From an optimization exercise on the open Yosys and OpenROAD flow, aimed at small area, a short achievable clock period and few clock cycles; shortcuts taken in it are not production practice.
Where RTL was checked, it was by simulation tests only, not by an equivalence proof against the original.
Function not checked in runs 3 and 4: the RTL went through the layout flow alone.

## flow/flow/run.sh

```bash
#!/bin/bash
# Standard layout (the standard.sh), with two changes to how it is made:
#  - repair_timing works towards a setup slack margin of SETUP_MARGIN ns, so
#    that it sizes the logic for a short achieved period (the clock period and
#    all constraints stay the design's);
#  - every port still gets its own buffer, but a plain sky130 buffer instead
#    of the clkdlybuf4s50 delay cell buffer_ports picks by default.
# Each step's full output goes to a log file in this folder.
set -euo pipefail
SETUP_MARGIN=31
bash standard.sh synth > flow_synth.log 2>&1
bash standard.sh "SETUP_SLACK_MARGIN=${SETUP_MARGIN}" \
    "BUFFER_PORTS_ARGS=-buffer_cell sky130_fd_sc_hd__buf_2" finish > flow_layout.log 2>&1
cp -r orfs/logs flow_orfs_logs 2>/dev/null || true
```

## flow/standard.sh

```bash
#!/bin/bash
# synth_recipe.tcl (not shown) runs the flow's synth.tcl, then flattens the netlist and writes it again
# the make line also repeats each setting of config.mk as NAME=value (left out here)
make -C /OpenROAD-flow-scripts/flow DESIGN_CONFIG=/design/flow/config.mk WORK_HOME=/design/flow/orfs CLKGATE_MAP_FILE= SYNTH_SCRIPT=/design/flow/synth_recipe.tcl "${@:-finish}"
```

## flow/config.mk

```make
export PLATFORM = sky130hd
export DESIGN_NAME = ascon_CORE
export DESIGN_NICKNAME = ascon_CORE
export VERILOG_FILES = /design/flow/design.v
export SDC_FILE = /design/flow/constraint.sdc
export NUM_CORES = 4
export LEC_CHECK = 0
export CAP_MARGIN = 25
export CORE_MARGIN = 2
export CORE_UTILIZATION = 28
export PLACE_DENSITY = 0.4
export SLEW_MARGIN = 25
```

## flow/constraint.sdc

```tcl
create_clock -name core_clock -period 40.0 [get_ports {clk}]
set_input_delay 8.0000 -clock core_clock [delete_from_list [all_inputs] [get_ports {clk}]]
set_output_delay 8.0000 -clock core_clock [all_outputs]
set_load 0.01 [all_outputs]
```

## flow/design.v

```verilog
`timescale 1ns/1ps
module ASCON_ROUND_COMB (
    input  wire [319:0] state_in,
    input  wire [3:0]   ridx,
    output wire [319:0] state_out
);
    wire [63:0] x0 = state_in[319:256];
    wire [63:0] x1 = state_in[255:192];
    wire [63:0] x2 = state_in[191:128] ^ {56'h0, ~ridx, ridx};
    wire [63:0] x3 = state_in[127: 64];
    wire [63:0] x4 = state_in[ 63:  0];
    wire [63:0] v0 = x0 ^ x4;
    wire [63:0] v2 = x2 ^ x1;
    wire [63:0] v4 = x4 ^ x3;
    wire [63:0] u0 = v0 ^ (~x1 & v2);
    wire [63:0] u1 = x1 ^ (~v2 & x3);
    wire [63:0] u2 = v2 ^ (~x3 & v4);
    wire [63:0] u3 = x3 ^ (~v4 & v0);
    wire [63:0] u4 = v4 ^ (~v0 & x1);
    wire [63:0] s0 = u0 ^ u4;
    wire [63:0] s1 = u1 ^ u0;
    wire [63:0] s2 = ~u2;
    wire [63:0] s3 = u3 ^ u2;
    wire [63:0] s4 = u4;
    assign state_out = {
        s0 ^ {s0[18:0], s0[63:19]} ^ {s0[27:0], s0[63:28]},
        s1 ^ {s1[60:0], s1[63:61]} ^ {s1[38:0], s1[63:39]},
        s2 ^ {s2[ 0:0], s2[63: 1]} ^ {s2[ 5:0], s2[63: 6]},
        s3 ^ {s3[ 9:0], s3[63:10]} ^ {s3[16:0], s3[63:17]},
        s4 ^ {s4[ 6:0], s4[63: 7]} ^ {s4[40:0], s4[63:41]}
    };
endmodule
`timescale 1ns/1ps
module ascon_CORE (
    input  wire         clk,
    input  wire         rst_n,
    input  wire         start,
    input  wire [1:0]   mode,
    input  wire         enc_dec,
    input  wire [127:0] key_in,
    input  wire [127:0] nonce_in,
    input  wire [127:0] ad_in,
    input  wire         ad_valid,
    input  wire         ad_last,
    input  wire [127:0] data_in,
    input  wire         data_valid,
    input  wire         data_last,
    input  wire [6:0]   data_len,
    input  wire [127:0] tag_received,
    output wire [127:0] data_out,
    output wire         data_out_valid,
    output wire         data_ready,
    output wire         ad_ready,
    output wire [127:0] tag_out,
    output wire         tag_valid,
    output wire         tag_match,
    output wire         done,
    output wire         busy
);
    localparam integer NR = 3;    
    localparam [1:0] S_IDLE = 2'd0, S_RUN = 2'd1, S_CMP = 2'd2, S_DONE = 2'd3;
    localparam [1:0] P_INIT = 2'd0, P_B = 2'd1, P_FIN = 2'd2;
    function [63:0] bswap64;
        input [63:0] x;
        begin
            bswap64 = { x[ 7: 0], x[15: 8], x[23:16], x[31:24],
                        x[39:32], x[47:40], x[55:48], x[63:56] };
        end
    endfunction
    reg  [1:0]   fsm;
    reg  [1:0]   run;        
    reg  [3:0]   rnd;        
    reg  [3:0]   ridx [0:NR-1];  
    reg          lchunk;     
    reg          shrt;       
    reg          a128;       
    reg          dec;        
    reg          exp_ad;     
    reg          exp_dt;     
    reg          first_dt;   
    reg          bval;       
    reg          bad;        
    reg          blast;      
    reg  [4:0]   blen;       
    reg          dov;        
    reg          busy_r, done_r, adr_r, dtr_r;
    reg  [127:0] blk;
    reg  [63:0]  x0, x1, x2, x3, x4;
    reg          tmatch;
    wire [319:0] chain [0:NR];
    assign chain[0] = {x0, x1, x2, x3, x4};
    genvar g;
    generate
        for (g = 0; g < NR; g = g + 1) begin : rounds
            ASCON_ROUND_COMB u_round (
                .state_in (chain[g]),
                .ridx     (ridx[g]),
                .state_out(chain[g+1])
            );
        end
    endgenerate
    wire [319:0] pout = shrt ? chain[2] : chain[NR];
    wire [63:0] r0 = pout[319:256];
    wire [63:0] r1 = pout[255:192];
    wire [63:0] r2 = pout[191:128];
    wire [63:0] r3 = pout[127: 64];
    wire [63:0] r4 = pout[ 63:  0];
    wire running  = (fsm == S_RUN);
    wire idle     = (fsm == S_IDLE);
    wire fin_end  = running && lchunk && (run == P_FIN);
    wire absorb   = running && lchunk && (run != P_FIN) && bval;
    wire stall    = running && lchunk && (run != P_FIN) && !bval;
    wire ab_dt    = absorb && !bad;
    wire post_ini = absorb && (run == P_INIT);
    wire pre_fin  = ab_dt && blast;
    wire dom_sep  = ab_dt && first_dt;
    wire take_ad  = running && exp_ad && !bval && ad_valid;
    wire take_dt  = running && exp_dt && !bval && data_valid;
    wire [63:0] khi = bswap64(key_in[127:64]);
    wire [63:0] klo = bswap64(key_in[ 63: 0]);
    wire [127:0] rrate = {r0, r1};
    reg  [127:0] nrate;      
    reg  [127:0] tout;       
    integer i;
    reg [7:0] xb, bb, ub;
    reg       act, lt, eq;
    always @(*) begin
        nrate = rrate;
        tout  = 128'h0;
        for (i = 0; i < 16; i = i + 1) begin
            xb  = rrate[64 - 64*(i/8) + 8*(i%8) +: 8];
            bb  = blk[127 - 8*i -: 8];
            act = (i < 8) || a128;
            lt  = (i < blen);
            eq  = (i == blen);
            ub  = xb ^ (lt || (dec && !bad) ? bb : 8'h00);
            if (absorb && act) begin
                if (bad || !dec) begin
                    nrate[64 - 64*(i/8) + 8*(i%8) +: 8] = ub ^ {7'h0, eq};
                    tout[127 - 8*i -: 8] = ub ^ {7'h0, eq};
                end else begin
                    nrate[64 - 64*(i/8) + 8*(i%8) +: 8] = lt ? bb : (ub ^ {7'h0, eq});
                    tout[127 - 8*i -: 8] = ub;
                end
            end
        end
    end
    reg [63:0] n0, n1, n2, n3, n4;
    always @(*) begin
        if (idle) begin
            n0 = {18'h0, mode[0], ~mode[0], 44'h000_808c0001};
            n1 = khi;
            n2 = klo;
            n3 = bswap64(nonce_in[127:64]);
            n4 = bswap64(nonce_in[ 63: 0]);
        end else begin
            n0 = nrate[127:64];
            n1 = nrate[ 63: 0];
            n2 = r2 ^ (pre_fin ? khi : 64'h0);
            n3 = r3 ^ (post_ini || fin_end ? khi : 64'h0) ^ (pre_fin ? klo : 64'h0);
            n4 = r4 ^ (post_ini || fin_end ? klo : 64'h0) ^ {dom_sep, 63'h0};
        end
    end
    wire st_en = idle || (running && !stall);
    always @(posedge clk) begin
        if (st_en) begin
            x0 <= n0; x1 <= n1; x2 <= n2; x3 <= n3; x4 <= n4;
        end
    end
    wire         cmp     = (fsm == S_CMP);
    wire [127:0] tag_st  = {bswap64(x3), bswap64(x4)};
    always @(posedge clk) begin
        if (cmp)
            tmatch <= (tag_st == blk);
    end
    always @(posedge clk) begin
        if (ab_dt)
            blk <= tout;
        else if (fin_end && !dec)
            blk <= {bswap64(r3), bswap64(r4)} ^ key_in;
        else if (cmp)
            blk <= tag_st;
        else if (!bval) begin
            if (exp_ad)      blk <= ad_in;
            else if (exp_dt) blk <= data_in;
            else             blk <= tag_received;
        end
        if (!bval) begin
            blen  <= data_len[4:0];
            blast <= exp_ad ? ad_last : data_last;
            bad   <= exp_ad;
        end
    end
    reg [1:0] fsm_n, run_n;
    reg [3:0] rnd_n;
    reg       exp_ad_n, exp_dt_n, bval_n, first_dt_n, a128_n, dec_n;
    always @(*) begin
        fsm_n      = fsm;
        run_n      = run;
        rnd_n      = rnd;
        exp_ad_n   = exp_ad;
        exp_dt_n   = exp_dt;
        bval_n     = bval;
        first_dt_n = first_dt;
        a128_n     = a128;
        dec_n      = dec;
        case (fsm)
            S_IDLE: begin
                bval_n = 1'b0;
                if (start) begin
                    fsm_n      = S_RUN;
                    run_n      = P_INIT;
                    rnd_n      = 4'd0;
                    a128_n     = mode[0];
                    dec_n      = enc_dec;
                    exp_ad_n   = ad_valid;
                    exp_dt_n   = !ad_valid;
                    first_dt_n = 1'b1;
                end
            end
            S_RUN: begin
                if (take_ad) begin
                    bval_n = 1'b1;
                    if (ad_last) begin
                        exp_ad_n = 1'b0;
                        exp_dt_n = 1'b1;
                    end
                end else if (take_dt) begin
                    bval_n = 1'b1;
                    if (data_last)
                        exp_dt_n = 1'b0;
                end else if (absorb)
                    bval_n = 1'b0;
                if (!lchunk)
                    rnd_n = rnd + NR;
                else if (fin_end)
                    fsm_n = dec ? S_CMP : S_DONE;
                else if (absorb) begin
                    if (ab_dt)
                        first_dt_n = 1'b0;
                    if (pre_fin) begin
                        run_n = P_FIN;
                        rnd_n = 4'd0;
                    end else begin
                        run_n = P_B;
                        rnd_n = a128 ? 4'd4 : 4'd6;
                    end
                end
            end
            S_CMP:   fsm_n = S_DONE;
            default: fsm_n = S_IDLE;
        endcase
    end
    integer k;
    always @(posedge clk or negedge rst_n) begin
        if (!rst_n) begin
            fsm      <= S_IDLE;
            run      <= P_INIT;
            rnd      <= 4'd0;
            for (k = 0; k < NR; k = k + 1)
                ridx[k] <= k;
            lchunk   <= 1'b0;
            shrt     <= 1'b0;
            a128     <= 1'b0;
            dec      <= 1'b0;
            exp_ad   <= 1'b0;
            exp_dt   <= 1'b0;
            first_dt <= 1'b0;
            bval     <= 1'b0;
            dov      <= 1'b0;
            busy_r   <= 1'b0;
            done_r   <= 1'b0;
            adr_r    <= 1'b0;
            dtr_r    <= 1'b1;
        end else begin
            fsm      <= fsm_n;
            run      <= run_n;
            rnd      <= rnd_n;
            for (k = 0; k < NR; k = k + 1)
                ridx[k] <= rnd_n + k;
            lchunk   <= ({1'b0, rnd_n} + NR) >= 5'd12;
            shrt     <= ({1'b0, rnd_n} + NR) >  5'd12;
            a128     <= a128_n;
            dec      <= dec_n;
            exp_ad   <= exp_ad_n;
            exp_dt   <= exp_dt_n;
            first_dt <= first_dt_n;
            bval     <= bval_n;
            dov      <= ab_dt;
            busy_r   <= (fsm_n == S_RUN) || (fsm_n == S_CMP);
            done_r   <= (fsm_n == S_DONE);
            adr_r    <= (fsm_n == S_RUN) && exp_ad_n && !bval_n;
            dtr_r    <= (fsm_n == S_IDLE) || ((fsm_n == S_RUN) && exp_dt_n && !bval_n);
        end
    end
    assign data_out       = blk;
    assign data_out_valid = dov;
    assign data_ready     = dtr_r;
    assign ad_ready       = adr_r;
    assign tag_out        = blk;
    assign tag_valid      = done_r;
    assign tag_match      = tmatch;
    assign done           = done_r;
    assign busy           = busy_r;
endmodule
```

==> impl_metrics.ini, run 1 <==
[synthesis]
yosys_warnings = 3
synth_top_cell_by_area = xnor2_1
syn_nets = 10800
seq_total_area_yosys_pct = 16.7
synth.ff_latch_count = 484
synth_compound_area_share_pct = 10.5
synth_cell_types = 90
combinational_family_with_the_most_area_after_synthesis = XOR/XNOR gates
synth.area.mux_share_pct = 4.59
synthTopCellsByCount = 1986 x xnor2_1, 1338 x nand2_1, 1088 x xor2_1, 538 x o21ai_0, 532 x nor2_1
synth-adder-area-share_pct = 7.10
avg_synthesized_cell_area_um2 = 8.84
synthesized_instance_count = 9776
synth_enable_flop_cells = 456
synth_async_sr_flop_share_pct = 5.79
synth.top_cell.area_share_pct = 20.1
area_of_the_mapped_netlist_mm2 = 0.0864
synthMostInstantiatedCell = xnor2_1
yosys.area_share.xor_xnor_pct = 46.0
top_cells_by_area_synth = xnor2_1 20%, edfxtp_1 16%, xor2_1 11%
synth_ff_type = edfxtp_1
synth_simple_gate_area_share_pct = 10.4

[place]
post-place-ws_ps = 29960
dp_hpwl_um = 686000
place_area_mm2 = 0.101
portBuffers = 916
gpl.final_weighted_congestion = 1.12

[clock_network]
clock-root-buffer = clkbuf_16
h-tree-depth = 3
tritoncts = done
cts-buffers-inserted = 71
clkSinkCount = 484
worst_setup_hold_path_clk_slew_ps = 60
post_cts_hold_fix_bufs = 0
clockBufferDepth = 3
clock_latency_ps = 760

[layout]
layout.cell_area.non_filler_mm2 = 0.108
area_delta_synth_final_pct = 24.5
finish.utilization_pct = 35.1
design.final.nets = 12100
post_route_cells_drive_above_1_share_pct = 22.5
fill_cells = 31900

[global_route]
number_of_antenna_violations_at_the_first_check_in_global_routing = 126
grt_util_met2_pct = 66.6
grt_pass1_wl_um = 950000
pin_count_of_the_biggest_net_entering_global_routing = 136
grt-busiest-layer = met2
number_of_global_route_vias_before_repair = 80000
grt.met3_usage_pct = 16.3
grt_use_met1_pct = 57.5
grt_overflow = 0
grt.total_usage_pct = 48.2

[routing]
routedWlPerCell_um = 51.2
detail_route.first_pass.iterations = 8
post-route-drc-count = 0
sum_of_routed_wire_length_over_all_layers_um = 784000
final_antenna_net_count = 0
vias_per_cell = 5.78
vias = 88500
dr.first_iter.drc_count = 14400

[sta]
fin_crit_sh_pct = 23.9
setup-tns-final_ps = 0
rsz_0062_raised_after_global_routing = yes
max-slew-margin-rel_pct = 10.6
maxClockFrequency_mhz = 105
final-hold-violation-count = 0
finalWorstPathRequiredPeriod_ps = 9550
final-setup-viol-count = 0
setup_ws_ps = 30450
timing.final.max_slew_violations = 0
clock-skew-final_ps = 74.7
worstMarginPinSlew_ps = 1330

[die]
floorplan.die_area_mm2 = 0.313
initial_utilization_pct = 28.2
placement_rows = 203
die_width_um = 559
io_pins = 920
floorplan.core_area_mm2 = 0.306
die_y_um = 559

[flow_run]
max_cap_violations = 0

[setup_path]
cp_slowest_stage_delay_ps = 470
critical-path-slowest-cell = edfxtp_1
timing.critical_path.required_ps = 32000
critical_path.max_fanout = 3
reg2reg_slack_ps = 30480
worst-setup-path-type = flip-flop to primary output
crit_chain = buf_12 -> buf_6
setup.worst_path.start_class = flip-flop
worstPathArrival_ps = 1550
end_kind = primary output

[run_status]
outcome = complete, no violations

[min_path]
worstHoldPathType = flip-flop to flip-flop
layout by cell type, fill, tap and decap left out, drive strengths merged, types with 57 or more instances in the layout:
master and n:
edfxtp 456, inv 451, nand2 1338, nand3 81, nor2 534, buf 1710
o211ai 178, a31oi 57, maj3 122, clkbuf 96, nor2b 95, diode 92
a21oi 403, xnor2 2133, ha 392, o22ai 79, mux2i 361, o21ai 680
xor2 1104, xnor3 400
worst paths after layout:
path                          start             to  cells past startpoint
max                        blk[111]  data_out[111]                      2
min                        first_dt       first_dt                      2
max reg2reg                   x3[1]       blk[127]                     20
min reg2reg                first_dt       first_dt                      2
max in group asynchronous     rst_n           shrt                      1
min in group asynchronous     rst_n         exp_dt                      1
area by class of cell:
cell class              count  area, µm²  area share [%]
diodes                     92        230           0.214
repair buffers           1710      12000            11.1
inverters                 449       1700            1.58
clock buffers              96       1930            1.80
flip-flops and latches    484      14400            13.4
clock inverters            34        523           0.486
multi-input cells        8351      71700            66.6
well taps                4100       5130            4.77
state kept, by name, summed over array words and instances (netlist names), 2 cells and up:
name / count
blen: 5
blk: 128
fsm: 2
ridx: 11
run: 2
x0: 64
x1: 64
x2: 64
x3: 64
x4: 64
cell families after synthesis:
group | count (synthesis)
adders and majority gates | 514
AOI/OAI and AO/OA | 1560
DFF | 484
buffers and inverters | 941
and+or+nand+nor | 2205
muxes | 389
xor gates and xnor gates | 3683
routing by layer:
metal / vias to the layer above / share of wire, %
li1: 35400 / -
met1: 44900 / 38
met2: 6638 / 39
met3: 1593 / 11
met4: 42 / 12
met5: - / 0.068
critical path, delay by kind of cell, from the launching register on:
kind | cells | cell delay [ps]
buf+inv | 2 | 310
flops | 1 | 470
through the flow:
stage               std cells  hold WS (ps)
floorplan                9776           423
global placement        14800           475
detailed placement      14800           470
CTS                     15200           486
global route            15200           510
finish                  15300           486
timing repair:
action / in CTS / in global routing
pin swaps: 8 / 10
gates resized for setup: 281 / 58
setup buffers: 218 / 26
setup endpoints to repair: 336 / 323
Testbench counts, summed over its fixed seeds: cycles 8,157.
==> run 2, diff against run 1 <==
--- a/flow/design.v
+++ b/flow/design.v
@@ -59,5 +59,5 @@
 );
     localparam integer NR = 3;    
-    localparam [1:0] S_IDLE = 2'd0, S_RUN = 2'd1, S_CMP = 2'd2, S_DONE = 2'd3;
+    localparam [1:0] S_IDLE = 2'd0, S_RUN = 2'd1, S_DONE = 2'd2;
     localparam [1:0] P_INIT = 2'd0, P_B = 2'd1, P_FIN = 2'd2;
     function [63:0] bswap64;
@@ -158,6 +158,6 @@
             n1 = nrate[ 63: 0];
             n2 = r2 ^ (pre_fin ? khi : 64'h0);
-            n3 = r3 ^ (post_ini || fin_end ? khi : 64'h0) ^ (pre_fin ? klo : 64'h0);
-            n4 = r4 ^ (post_ini || fin_end ? klo : 64'h0) ^ {dom_sep, 63'h0};
+            n3 = r3 ^ (post_ini ? khi : 64'h0) ^ (pre_fin ? klo : 64'h0);
+            n4 = r4 ^ (post_ini ? klo : 64'h0) ^ {dom_sep, 63'h0};
         end
     end
@@ -168,21 +168,18 @@
         end
     end
-    wire         cmp     = (fsm == S_CMP);
-    wire [127:0] tag_st  = {bswap64(x3), bswap64(x4)};
+    wire [127:0] tag_pre = {bswap64(r3), bswap64(r4)};
     always @(posedge clk) begin
-        if (cmp)
-            tmatch <= (tag_st == blk);
+        if (fin_end)
+            tmatch <= (tag_pre == blk);
     end
     always @(posedge clk) begin
         if (ab_dt)
             blk <= tout;
-        else if (fin_end && !dec)
-            blk <= {bswap64(r3), bswap64(r4)} ^ key_in;
-        else if (cmp)
-            blk <= tag_st;
+        else if (fin_end)
+            blk <= tag_pre ^ key_in;
         else if (!bval) begin
             if (exp_ad)      blk <= ad_in;
             else if (exp_dt) blk <= data_in;
-            else             blk <= tag_received;
+            else             blk <= tag_received ^ key_in;
         end
         if (!bval) begin
@@ -235,5 +232,5 @@
                     rnd_n = rnd + NR;
                 else if (fin_end)
-                    fsm_n = dec ? S_CMP : S_DONE;
+                    fsm_n = S_DONE;
                 else if (absorb) begin
                     if (ab_dt)
@@ -248,5 +245,4 @@
                 end
             end
-            S_CMP:   fsm_n = S_DONE;
             default: fsm_n = S_IDLE;
         endcase
@@ -288,5 +284,5 @@
             bval     <= bval_n;
             dov      <= ab_dt;
-            busy_r   <= (fsm_n == S_RUN) || (fsm_n == S_CMP);
+            busy_r   <= (fsm_n == S_RUN);
             done_r   <= (fsm_n == S_DONE);
             adr_r    <= (fsm_n == S_RUN) && exp_ad_n && !bval_n;
--- a/flow/flow/run.sh
+++ b/flow/flow/run.sh
@@ -8,5 +8,5 @@
 # Each step's full output goes to a log file in this folder.
 set -euo pipefail
-SETUP_MARGIN=31
+SETUP_MARGIN=30
 bash standard.sh synth > flow_synth.log 2>&1
 bash standard.sh "SETUP_SLACK_MARGIN=${SETUP_MARGIN}" \
==> run 2 against run 1 <==
Net effect:
- global-route usage down 0.47 points
- critical path depth rose by 19
- core utilization shrank 1.1 points
- clock skew is 1.4 ps lower
- sequential share of layout area grew 0.16 points
- critical endpoint is now tmatch
- first-iteration DRC count is 1.4% lower
- sequential cell count did not move
- critical path type is now flip-flop to flip-flop
- via count grew 1.1%
- highest routed layer unchanged
- the layout now fails its checks (max-capacitance violations, max-slew violations)
==> impl_metrics.ini, run 2 <==
[sta]
max-slew-margin-rel_pct = -5.89
finalWorstPathRequiredPeriod_ps = 10580
final-setup-viol-count = 0
final-hold-violation-count = 0
fin_crit_sh_pct = 26.4
setup-tns-final_ps = 0
rsz_0062_raised_after_global_routing = yes
maxClockFrequency_mhz = 94.6
worstMarginPinSlew_ps = 1580
timing.final.max_slew_violations = 12
clock-skew-final_ps = 73.3

[setup_path]
timing.critical_path.required_ps = 40580
end_kind = flip-flop
worst-setup-path-type = flip-flop to flip-flop
worst_case_reg_to_reg_path_depth = 21
setup.worst_path.start_class = flip-flop
critical-path-slowest-cell = dfrtp_1
critical_path.max_fanout = 7
critical_path.reg2reg.endpoint = tmatch
crit_chain = xor2_1 -> ha_1 -> xnor2_1 -> xor2_1 -> xnor3_1 -> inv_1 -> ha_1 -> xnor2_1 -> xor2_1 -> xor2_1 -> xnor2_2 -> buf_4 -> xnor2_4 -> xor2_1 -> xnor2_1 -> mux2i_1 -> xnor2_1 -> nand4_1 -> nor4_1 -> nand3_1 -> nor4_2
worstPathBufferInverterCount = 2
cp_slowest_stage_delay_ps = 930
reg2reg_slack_ps = 29420
critPathTopFamily = XOR/XNOR gates
worst_setup_path_endpoint = tmatch
r2r-start = ridx[0][2]
worstPathArrival_ps = 11160
timing.critical_path.mode_cell = xor2_1
critPathLaunch = ridx[0][2]
critical_path_cell_count = 21

[clock_network]
clockBufferDepth = 4
cts-buffers-inserted = 74
tritoncts = done
post_cts_hold_fix_bufs = 0
worst_setup_hold_path_clk_slew_ps = 70
clock_latency_ps = 820
h-tree-depth = 3
clock-root-buffer = clkbuf_16
clkSinkCount = 484

[die]
floorplan.core_area_mm2 = 0.312
initial_utilization_pct = 28.2
placement_rows = 205
io_pins = 920
die_width_um = 565
die_y_um = 565
floorplan.die_area_mm2 = 0.319

[synthesis]
combinational_family_with_the_most_area_after_synthesis = XOR/XNOR gates
top_cells_by_area_synth = xnor2_1 22%, edfxtp_1 16%, xnor3_1 11%
synth_cell_types = 95
synth_top_cell_by_area = xnor2_1
synthesized_instance_count = 9908
synth.ff_latch_count = 484
yosys.area_share.xor_xnor_pct = 47.8
synthTopCellsByCount = 2206 x xnor2_1, 1231 x nand2_1, 861 x xor2_1, 704 x nor2_1, 550 x o21ai_0
avg_synthesized_cell_area_um2 = 8.89
synth.top_cell.area_share_pct = 21.9
synthMostInstantiatedCell = xnor2_1
synth.area.mux_share_pct = 4.15
synth_simple_gate_area_share_pct = 10.9
yosys_warnings = 3
area_of_the_mapped_netlist_mm2 = 0.0881
synth_async_sr_flop_share_pct = 5.79
synth_enable_flop_cells = 456
synth-adder-area-share_pct = 5.55
synth_ff_type = edfxtp_1
syn_nets = 10900
synth_compound_area_share_pct = 10.9
seq_total_area_yosys_pct = 16.3

[layout]
most-common-layout-cells = 2003 x xnor2_1, 1229 x nand2_1, 916 x buf_2, 812 x xor2_1, 690 x nor2_1
largest-register = blk
area_delta_synth_final_pct = 20.6
fill_cells = 32600
design.final.nets = 12000
post_route_cells_drive_above_1_share_pct = 21.3
regArea_mm2 = 0.0144
finish.utilization_pct = 34.0
largest_register_ff_count = 128
multiInputGateArea_mm2 = 0.0728
most_frequent_standard_cell_in_the_layout_excluding_fill_and_tap_cells = xnor2_1

[routing]
post-route-drc-count = 0
dr.first_iter.drc_count = 14200
vias_per_cell = 5.80
final_antenna_net_count = 0
routedWlPerCell_um = 51.0
sum_of_routed_wire_length_over_all_layers_um = 786000
detail_route.first_pass.iterations = 7
vias = 89500

[place]
gpl.final_weighted_congestion = 1.08
portBuffers = 916
dp_hpwl_um = 693000

[run_status]
failed_checks = max-capacitance violations, max-slew violations
outcome = failed layout checks

[global_route]
grt.total_usage_pct = 47.7
grt_overflow = 0
number_of_antenna_violations_at_the_first_check_in_global_routing = 153
grt_pass1_wl_um = 948000
number_of_global_route_vias_before_repair = 79000
pin_count_of_the_biggest_net_entering_global_routing = 146

[min_path]
worstHoldPathType = flip-flop to flip-flop
min_from = first_dt

[flow_run]
max_cap_violations = 1
## run 2: worst min path at each step
stage,cells after the start,to,slack [ps]
2_1_floorplan,0,bad,420
3_3_place_gp,2,first_dt,470
3_5_place_dp,2,first_dt,470
4_1_cts,2,first_dt,480
5_1_grt,2,first_dt,530
6_report,2,first_dt,490
## run 2: logic make-up after synthesis
kind of cell	count (synthesis)
compound gates	1649
xor+xnor	3791
fa+ha+maj	405
buf+inv	900
flops	484
mux	358
simple gates	2321
## run 2: worst min-delay path: stages, from the launching register on
cell     delay (ps)
dfrtp_1         350
nand2_1          50
nand2_1          60
## run 2: area by class of cell
class | instances | area share, %
antenna | 192 | 0.452
clock buffer | 86 | 1.79
clock inverter | 44 | 0.366
inverter | 386 | 1.37
multi-input combinational | 8524 | 68.5
sequential | 484 | 13.6
tap | 4140 | 4.87
timing repair buffer | 1572 | 9.06
## run 2: what timing repair did
item | in CTS | in global routing
pin swaps | 0 | 0
buffers inserted | 10 | 0
endpoints found under the hold margin | 0 | 0
setup endpoints to repair | 13 | 2
resized for setup | 5 | 3
## run 2: through the flow
stage	instance area, µm²	cells	worst slack [ps]	hold slack, ps
detailed placement	103000	15100	29340	465
floorplan	88100	9908	30250	423
finish	106000	15400	29420	489
global placement	102000	15100	29150	465
global route	106000	15300	29800	530
CTS	105000	15200	29790	481
## run 2: layer usage
layer	share of wire, %	global-route usage [%]
met1	39	58.2
met2	40	67.1
met3	12	17.6
met4	9.6	37.9
met5	0.077	1.58
Testbench counts of run 2, summed over its fixed seeds: cycles 7,964.
==> run 3, diff against run 2 <==
--- a/flow/design.v
+++ b/flow/design.v
@@ -58,5 +58,5 @@
     output wire         busy
 );
-    localparam integer NR = 3;    
+    localparam integer NR = 4;    
     localparam [1:0] S_IDLE = 2'd0, S_RUN = 2'd1, S_DONE = 2'd2;
     localparam [1:0] P_INIT = 2'd0, P_B = 2'd1, P_FIN = 2'd2;
--- a/flow/flow/run.sh
+++ b/flow/flow/run.sh
@@ -8,5 +8,5 @@
 # Each step's full output goes to a log file in this folder.
 set -euo pipefail
-SETUP_MARGIN=30
+SETUP_MARGIN=29
 bash standard.sh synth > flow_synth.log 2>&1
 bash standard.sh "SETUP_SLACK_MARGIN=${SETUP_MARGIN}" \
--- a/flow/config.mk
+++ b/flow/config.mk
@@ -6,7 +6,7 @@
 export NUM_CORES = 4
 export LEC_CHECK = 0
-export CAP_MARGIN = 25
+export CAP_MARGIN = 35
 export CORE_MARGIN = 2
 export CORE_UTILIZATION = 28
 export PLACE_DENSITY = 0.4
-export SLEW_MARGIN = 25
+export SLEW_MARGIN = 35
==> run 3 against run 2 <==
Net effect:
- the run now finishes clean
- sequential share of layout area down 2.5 points
- critical path depth up 11
- first-iteration DRC count up 56%
- area after synthesis up 18%
- worst hold slack improved by 4.2 ps
- sequential cell count increased by 3
- non-clock buffer count rose by 220
- cell count grew 18%
- largest cell class unchanged
- highest routed layer unchanged
==> impl_metrics.ini, run 3 <==
[flow_run]
max_cap_violations = 0

[place]
portBuffers = 916
gpl.final_weighted_congestion = 1.22
post-place-ws_ps = 27430
dp_hpwl_um = 947000
dp_cells = 17700

[clock_network]
clock-root-buffer = clkbuf_16
tritoncts = done
clock_latency_ps = 880
worst_setup_hold_path_clk_slew_ps = 60
clockBufferDepth = 4
h-tree-depth = 3
cts-buffers-inserted = 76
clkSinkCount = 487

[synthesis]
synthTopCellsByCount = 2687 x xnor2_1, 1248 x nand2_1, 1094 x xor2_1, 810 x nor2_1, 627 x xnor3_1
synth_enable_flop_cells = 456
synth_cell_types = 96
synth_async_sr_flop_share_pct = 6.37
synthMostInstantiatedCell = xnor2_1
area_of_the_mapped_netlist_mm2 = 0.104
yosys_warnings = 3
syn_nets = 12700
synth_top_cell_by_area = xnor2_1
avg_synthesized_cell_area_um2 = 9.04
seq_total_area_yosys_pct = 13.9
synthesized_instance_count = 11500
top_cells_by_area_synth = xnor2_1 23%, xnor3_1 14%, edfxtp_1 13%
synth.ff_latch_count = 487
synth_ff_type = edfxtp_1
synth.top_cell.area_share_pct = 22.6

[sta]
fin_crit_sh_pct = 30.1
final-setup-viol-count = 0
final-hold-violation-count = 0
rsz_0062_raised_after_global_routing = yes
clock-skew-final_ps = 111
setup-tns-final_ps = 0
max-slew-margin-rel_pct = 19.4
worstMarginPinSlew_ps = 1210
finalWorstPathRequiredPeriod_ps = 12050
finalHoldWorstSlack_ps = 493
timing.final.max_slew_violations = 0
maxClockFrequency_mhz = 83.0
setup_ws_ps = 27950

[routing]
routedWlPerCell_um = 59.7
sum_of_routed_wire_length_over_all_layers_um = 1080000
final_antenna_net_count = 0
post-route-drc-count = 0
vias = 113000
dr.first_iter.drc_count = 22100
vias_per_cell = 6.24
detail_route.first_pass.iterations = 13

[layout]
finalNonFillerCells = 18100
design.final.nets = 14000
multiInputGateArea_mm2 = 0.0930
largest_register_ff_count = 128
largest-register = blk
regArea_mm2 = 0.0145
most-common-layout-cells = 2173 x xnor2_1, 1247 x nand2_1, 970 x xor2_1, 916 x buf_2, 840 x buf_4
post_route_cells_drive_above_1_share_pct = 24.8
finish.utilization_pct = 35.3
fill_cells = 37500
most_frequent_standard_cell_in_the_layout_excluding_fill_and_tap_cells = xnor2_1
area_delta_synth_final_pct = 25.5

[setup_path]
cp_slowest_stage_delay_ps = 680
timing.critical_path.required_ps = 40560
critical-path-slowest-cell = xnor2_2
critical_path.max_fanout = 5
end_kind = flip-flop
worst_case_reg_to_reg_path_depth = 32
worst-setup-path-type = flip-flop to flip-flop
setup.worst_path.start_class = flip-flop
worstPathArrival_ps = 12610
timing.critical_path.mode_cell = xnor2_1

[die]
io_pins = 920
die_width_um = 613
die_y_um = 613
floorplan.core_area_mm2 = 0.369
placement_rows = 223
initial_utilization_pct = 28.2
floorplan.die_area_mm2 = 0.376

[global_route]
pin_count_of_the_biggest_net_entering_global_routing = 153
number_of_global_route_vias_before_repair = 100000
grt_overflow = 0
number_of_antenna_violations_at_the_first_check_in_global_routing = 220
grt_pass1_wl_um = 1290000
grt.total_usage_pct = 55.7

[min_path]
worstHoldPathType = flip-flop to flip-flop
whs_path_depth = 2

[run_status]
outcome = complete, no violations
[run 3: cell type report]
| type | count | area share, % |
|---|---|---|
| multi-input combinational | 9916 | 71.3 |
| sequential | 487 | 11.1 |
| timing repair buffer | 1792 | 8.82 |
| tap | 4950 | 4.75 |
| inverter | 580 | 1.69 |
| clock buffer | 97 | 1.58 |
| antenna | 282 | 0.541 |
| clock inverter | 35 | 0.250 |
[run 3: path summary, 6_finish.rpt]
path	startpoint	endpoint	slack, ps
min in group asynchronous	rst_n	done_r	7130
hold / removal	first_dt	first_dt	490
max in group asynchronous	rst_n	shrt	32320
setup reg to reg	ridx[2][0]	tmatch	27950
hold reg to reg	first_dt	first_dt	490
setup / recovery	ridx[2][0]	tmatch	27950
[run 3: through the flow]
stage	cell area (µm²)
after CTS	129000
after global routing	130000
final	131000
after global placement	121000
after detailed placement	125000
after floorplan	104000
[run 3: critical path, delay by kind of cell, from the launching register on]
family,cells,cell delay [ps]
AOI/OAI and AO/OA,3,1470
xor gates and xnor gates,16,5540
adders and majority gates,4,1310
buffers and inverters,7,1870
DFF,1,580
and+or+nand+nor,2,950
[run 3: logic make-up (layout without fill, tap and decap cells)]
group,after synthesis,in the layout,share of synthesized area (%)
other cells,0,282,0
xor+xnor,4770,4770,51.6
simple gates,2446,2446,9.68
buf+inv,1102,2504,4.47
fa+ha+maj,675,675,7.72
mux,312,312,3.08
compound gates,1713,1713,9.51
flops,487,487,13.9
[run 3: layer usage]
metal  share of wire, %  track usage (%)  up-vias
met2                 37             72.6    11700
met4                 14             58.0       84
met1                 34             59.2    56400
met3                 15             32.5     3700
li1                   -                -    41300
met5               0.29             10.4        -
[run 3: timing repair]
item	CTS	global route
buffers inserted	11	5
pin swaps	8	3
endpoints found under the setup margin	47	8
resized for setup	125	34
hold buffers	0	0
==> run 4, diff against run 3 <==
--- a/flow/flow/run.sh
+++ b/flow/flow/run.sh
@@ -8,5 +8,5 @@
 # Each step's full output goes to a log file in this folder.
 set -euo pipefail
-SETUP_MARGIN=29
+SETUP_MARGIN=30
 bash standard.sh synth > flow_synth.log 2>&1
 bash standard.sh "SETUP_SLACK_MARGIN=${SETUP_MARGIN}" \
==> run 4 against run 3 <==
Net effect:
- now fails the layout checks on antenna violations
- non-clock buffer count is 166 higher
- register-to-register slack better by 1200 ps
- area after synthesis stayed put
- global-route usage is 0.13 points higher
- sequential cell count stayed put
- fmax is 11% higher
- count of clock-buffer cells in the layout stayed put
- core utilization is 1.4 points higher
- final area is 4.0% higher
- synthesized cell count stayed put
==> impl_metrics.ini, run 4 <==
[routing]
post-route-drc-count = 0
vias = 114000
detail_route.first_pass.iterations = 13
routedWlPerCell_um = 59.3
final_antenna_net_count = 1
sum_of_routed_wire_length_over_all_layers_um = 1090000
dr.first_iter.drc_count = 22200
vias_per_cell = 6.22

[synthesis]
synth.top_cell.area_share_pct = 22.6
yosys_warnings = 3
synth_enable_flop_cells = 456
synth_async_sr_flop_share_pct = 6.37
synth_cell_types = 96
syn_nets = 12700
synthesized_instance_count = 11500
top_cells_by_area_synth = xnor2_1 23%, xnor3_1 14%, edfxtp_1 13%
synthMostInstantiatedCell = xnor2_1
synth_top_cell_by_area = xnor2_1
avg_synthesized_cell_area_um2 = 9.04
seq_total_area_yosys_pct = 13.9
synth_ff_type = edfxtp_1
synth.ff_latch_count = 487
synthTopCellsByCount = 2687 x xnor2_1, 1248 x nand2_1, 1094 x xor2_1, 810 x nor2_1, 627 x xnor3_1
area_of_the_mapped_netlist_mm2 = 0.104

[clock_network]
cts-buffers-inserted = 76
worst_setup_hold_path_clk_slew_ps = 60
clkSinkCount = 487
post_cts_hold_fix_bufs = 0
clock_latency_ps = 890
h-tree-depth = 3
clockBufferDepth = 4
clock-root-buffer = clkbuf_16
tritoncts = done

[die]
floorplan.die_area_mm2 = 0.376
die_width_um = 613
io_pins = 920
die_y_um = 613
floorplan.core_area_mm2 = 0.369
initial_utilization_pct = 28.2
placement_rows = 223

[layout]
design.final.nets = 14200
area_delta_synth_final_pct = 30.5
post_route_cells_drive_above_1_share_pct = 27.5
most_frequent_standard_cell_in_the_layout_excluding_fill_and_tap_cells = xnor2_1
largest_register_ff_count = 128
largest-register = blk
most-common-layout-cells = 2053 x xnor2_1, 1247 x nand2_1, 943 x buf_4, 939 x xor2_1, 917 x buf_2

[run_status]
failed_checks = antenna violations
outcome = failed layout checks

[sta]
setup-tns-final_ps = 0
fin_crit_sh_pct = 27.1
worstMarginPinSlew_ps = 1270
finalHoldWorstSlack_ps = 496
final-setup-viol-count = 0
timing.final.max_slew_violations = 0
setup_ws_ps = 29150
finalWorstPathRequiredPeriod_ps = 10850
final-hold-violation-count = 0
clock-skew-final_ps = 119
rsz_0062_raised_after_global_routing = yes
maxClockFrequency_mhz = 92.1
max-slew-margin-rel_pct = 15.1

[global_route]
grt_pass1_wl_um = 1290000
number_of_global_route_vias_before_repair = 101000
number_of_antenna_violations_at_the_first_check_in_global_routing = 213
grt_overflow = 0
pin_count_of_the_biggest_net_entering_global_routing = 153
grt.total_usage_pct = 55.8

[setup_path]
setup.worst_path.start_class = flip-flop
critical_path.max_fanout = 6
timing.critical_path.required_ps = 40610
worstPathArrival_ps = 11460
end_kind = flip-flop
worst-setup-path-type = flip-flop to flip-flop

[place]
post-place-ws_ps = 27430
dp_hpwl_um = 947000
gpl.final_weighted_congestion = 1.22
portBuffers = 916

[flow_run]
max_cap_violations = 0

[min_path]
worstHoldPathType = flip-flop to flip-flop
## run 4: cells by family after synthesis
group                    after synthesis  share of synthesized area, %
XOR/XNOR                            4770                          51.6
AND/OR/NAND/NOR                     2446                          9.68
AO/OA/AOI/OAI                       1713                          9.51
buffers and inverters               1102                          4.47
adder cells (fa/ha/maj)              675                          7.72
flip-flops                           487                          13.9
multiplexers                         312                          3.08
## run 4: worst paths after layout
kind	start	end	slack (ps)	cells after the start
max reg2reg	rnd[2]	tmatch	29150	25
max in group asynchronous	rst_n	ridx[2][0]	32300	1
min reg2reg	first_dt	first_dt	500	2
max	rnd[2]	tmatch	29150	25
min	first_dt	first_dt	500	2
min in group asynchronous	rst_n	done_r	7120	1
## run 4: per-stage QoR
step / cell area (µm²) / util, % / instances
detailed placement: 125000 / 33.9 / 17700
finish: 136000 / 36.7 / 18400
floorplan: 104000 / - / 11500
global route: 135000 / 36.6 / 18200
CTS: 132000 / 35.7 / 17900
global placement: 121000 / 32.8 / 17700
## run 4: area by class of cell
class	instances	area (µm²)
repair buffers	1958	13500
multi-input cells	9916	96000
clock inverters	35	327
inverters	580	2250
flip-flops and latches	487	14500
clock buffers	97	2060
well taps	4950	6190
diodes	330	826
fillers	37100	234000
## run 4: critical path, stage by stage (launching register included)
cell and delay [ps]:
dfrtp_2 540, xor2_1 370, ha_1 300, xor2_1 370, xnor2_4 270, xnor3_1 870, xor2_1 320, xnor3_1 550
xor2_1 300, xnor2_4 580, inv_1 240, ha_1 300, xnor3_2 550, xnor2_1 460, xnor2_2 200, buf_12 160
mux2i_1 380, xor2_4 460, xnor2_1 190, xnor2_2 410, o32ai_1 260, a311o_1 450, nor3_4 460, nand4_1 530
or4_1 740, nor4_4 310
## run 4: layer usage
layer | vias to the layer above | GRT usage (%) | share of wire (%)
met2 | 11800 | 72.7 | 37
met3 | 3614 | 32.9 | 16
met5 | - | 12.8 | 0.30
li1 | 41700 | - | -
met4 | 71 | 59.0 | 14
met1 | 57000 | 58.7 | 34
## run 4: timing repair
action | in CTS | in global routing
gates resized for setup | 407 | 163
pin swaps | 49 | 58
setup buffers | 97 | 86
endpoints found under the setup margin | 400 | 91
==> run 5, diff against run 4 <==
--- a/flow/design.v
+++ b/flow/design.v
@@ -58,5 +58,5 @@
     output wire         busy
 );
-    localparam integer NR = 4;    
+    localparam integer NR = 3;    
     localparam [1:0] S_IDLE = 2'd0, S_RUN = 2'd1, S_DONE = 2'd2;
     localparam [1:0] P_INIT = 2'd0, P_B = 2'd1, P_FIN = 2'd2;
--- a/flow/flow/run.sh
+++ b/flow/flow/run.sh
@@ -8,5 +8,5 @@
 # Each step's full output goes to a log file in this folder.
 set -euo pipefail
-SETUP_MARGIN=30
+SETUP_MARGIN=31
 bash standard.sh synth > flow_synth.log 2>&1
 bash standard.sh "SETUP_SLACK_MARGIN=${SETUP_MARGIN}" \
==> run 5 against run 4 <==
Net effect:
- now clean on timing, DRC and antenna
- largest cell class unchanged
- via count fell by 20%
- critical path depth down 24
==> impl_metrics.ini, run 5 <==
[sta]
max-slew-margin-rel_pct = 15.4
rsz_0062_raised_after_global_routing = yes
worstMarginPinSlew_ps = 1260
timing.final.max_slew_violations = 0
maxClockFrequency_mhz = 104
setup_ws_ps = 30340
fin_crit_sh_pct = 24.2
clock-skew-final_ps = 109
final-setup-viol-count = 0
final-hold-violation-count = 0
finalWorstPathRequiredPeriod_ps = 9660
setup-tns-final_ps = 0

[clock_network]
clockBufferDepth = 4
clock_latency_ps = 860
cts-buffers-inserted = 71
clock-root-buffer = clkbuf_16
worst_setup_hold_path_clk_slew_ps = 70
clkSinkCount = 484
tritoncts = done
h-tree-depth = 3

[die]
floorplan.die_area_mm2 = 0.319
floorplan.core_area_mm2 = 0.312
die_y_um = 565
die_width_um = 565
io_pins = 920
initial_utilization_pct = 28.2
placement_rows = 205

[setup_path]
critical_path.reg2reg.endpoint = tmatch
critical-path-slowest-cell = edfxtp_1
critical_path_cell_count = 1
critPathTopFamily = flip-flops
r2r-start = ridx[0][3]
setup.worst_path.start_class = flip-flop
cp_slowest_stage_delay_ps = 590
crit_chain = buf_2
worstPathBufferInverterCount = 1
timing.critical_path.required_ps = 32000
reg2reg_slack_ps = 30720
worstPathArrival_ps = 1660
end_kind = primary output
worst-setup-path-type = flip-flop to primary output
critPathLaunch = blk[33]
worst_case_reg_to_reg_path_depth = 20
critical_path.max_fanout = 3

[synthesis]
synth_enable_flop_cells = 456
top_cells_by_area_synth = xnor2_1 22%, edfxtp_1 16%, xnor3_1 11%
syn_nets = 10900
synthMostInstantiatedCell = xnor2_1
seq_total_area_yosys_pct = 16.3
area_of_the_mapped_netlist_mm2 = 0.0881
avg_synthesized_cell_area_um2 = 8.89
synth_ff_type = edfxtp_1
yosys_warnings = 3
synth-adder-area-share_pct = 5.55
yosys.area_share.xor_xnor_pct = 47.8
synth_simple_gate_area_share_pct = 10.9
combinational_family_with_the_most_area_after_synthesis = XOR/XNOR gates
synthTopCellsByCount = 2206 x xnor2_1, 1231 x nand2_1, 861 x xor2_1, 704 x nor2_1, 550 x o21ai_0
synthesized_instance_count = 9908
synth_top_cell_by_area = xnor2_1
synth.ff_latch_count = 484
synth.area.mux_share_pct = 4.15
synth_compound_area_share_pct = 10.9
synth_async_sr_flop_share_pct = 5.79
synth_cell_types = 95
synth.top_cell.area_share_pct = 21.9

[global_route]
grt_overflow = 0
grt-busiest-layer = met2
number_of_global_route_vias_before_repair = 79700
grt.met3_usage_pct = 17.3
number_of_antenna_violations_at_the_first_check_in_global_routing = 159
grt_use_met1_pct = 58.9
grt_util_met2_pct = 66.3
pin_count_of_the_biggest_net_entering_global_routing = 128
grt_pass1_wl_um = 948000
grt.total_usage_pct = 47.7

[layout]
area_delta_synth_final_pct = 26.3
fill_cells = 32100
multiInputGateArea_mm2 = 0.0752
largest-register = blk
design.final.nets = 12200
regArea_mm2 = 0.0144
most-common-layout-cells = 1902 x xnor2_1, 1229 x nand2_1, 810 x buf_2, 783 x xor2_1, 775 x buf_4
most_frequent_standard_cell_in_the_layout_excluding_fill_and_tap_cells = xnor2_1
largest_register_ff_count = 128
finalNonFillerCells = 15600
post_route_cells_drive_above_1_share_pct = 24.5

[min_path]
worstHoldPathType = flip-flop to flip-flop
min_from = first_dt
whs_path_depth = 2
hold_ep = first_dt

[flow_run]
max_cap_violations = 0

[place]
gpl.final_weighted_congestion = 1.11
post-place-ws_ps = 29760
portBuffers = 916
dp_hpwl_um = 687000
dp_cells = 15100

[run_status]
outcome = complete, no violations

[routing]
sum_of_routed_wire_length_over_all_layers_um = 787000
post-route-drc-count = 0
vias_per_cell = 5.81
final_antenna_net_count = 0
detail_route.first_pass.iterations = 8
vias = 90800
dr.first_iter.drc_count = 15100
routedWlPerCell_um = 50.3
==> run 5: cell types whose count changed after synthesis, moves of 106 or more <==
cell,previous run,this run
xor2_1,1094,861
ha_1,496,330
xnor3_1,627,438
xnor2_1,2687,2206
nor2_1,810,704
inv_1,555,380
==> run 5: cell type report <==
cell class	count	share of cell area (%)
multi-input cells	8524	67.6
flip-flops and latches	484	12.9
repair buffers	1760	11.0
clock inverters	40	0.394
inverters	386	1.31
clock buffers	84	1.67
diodes	221	0.497
well taps	4140	4.65
==> run 5: logic make-up (layout without fill, tap and decap cells) <==
logic type      after synthesis  count (layout)
compound gates             1649            1649
xor+xnor                   3791            3791
fa+ha+maj                   405             405
buf+inv                     900            2270
flops                       484             484
mux                         358             358
other cells                   0             221
simple gates               2321            2321
==> run 5: worst max path at each step <==
stage,endpoint,slack [ps]
2_1_floorplan,lchunk,30730
3_3_place_gp,x3[16],29510
3_5_place_dp,x3[49],29760
4_1_cts,data_out[80],30380
5_1_grt,tag_out[8],30400
6_report,data_out[33],30340
==> run 5: metrics by stage <==
| stage | instance area [µm²] | utilization [%] | hold WS [ps] |
|---|---|---|---|
| floorplan | 88200 | - | 423 |
| global placement | 102000 | 32.7 | 469 |
| detailed placement | 105000 | 33.5 | 487 |
| CTS | 110000 | 35.2 | 502 |
| global route | 111000 | 35.5 | 535 |
| finish | 111000 | 35.6 | 508 |
==> run 5: layer usage <==
layer  up-vias  part of all wire (%)
li1      36200                     -
met1     45900                    39
met2      7096                    40
met3      1569                    11
met4        48                   9.7
met5         -                 0.044
==> run 5: what timing repair did <==
item,in CTS,in global routing
gates resized for setup,241,41
buffers inserted,174,27
endpoints found under the setup margin,283,284
pin swaps,3,4
hold buffers,0,0
Testbench counts of run 5, summed over its fixed seeds: cycles 7,964.

## separate check: timing with driven ports
The results above use ideal ports. As a check the final layouts listed here were re-extracted and re-timed, cells and wires unchanged.
Step 1 (the two cells are an assumption about what drives the block):
set clk [get_ports {clk}]
set_driving_cell -lib_cell sky130_fd_sc_hd__clkbuf_16 $clk
set_driving_cell -lib_cell sky130_fd_sc_hd__buf_2 [delete_from_list [all_inputs] $clk]
Step 2 also shifts input and output timing later by t, the mid clock arrival at the registers, as if the neighbouring blocks saw the same clock.
Slacks: ideal / step 1 / step 2; pairs: ideal / step 1.
run | shift t [ns] | slack for setup (ns) | clock arrival spread, ns | slew at the worst register clock pin (ns) | worst slew at a driven data input, ns
run 1 | 0.843 | 30.450 / 30.334 / 30.085 | 0.075 / 0.075 | 0.08 / 0.08 | 0.23
run 2 | 0.899 | 29.424 / 29.424 / 29.195 | 0.073 / 0.073 | 0.07 / 0.07 | 0.42
run 3 | 0.956 | 27.948 / 27.948 / 27.948 | 0.111 / 0.111 | 0.07 / 0.07 | 0.19
run 4 | 0.958 | 29.147 / 29.147 / 29.147 | 0.119 / 0.119 | 0.07 / 0.07 | 0.18
run 5 | 0.928 | 30.338 / 30.213 / 29.980 | 0.109 / 0.109 | 0.10 / 0.10 | 0.18
For run 1, which loses most, drivers alone change the setup slack by -0.116 ns; drivers and shift together by -0.365 ns.
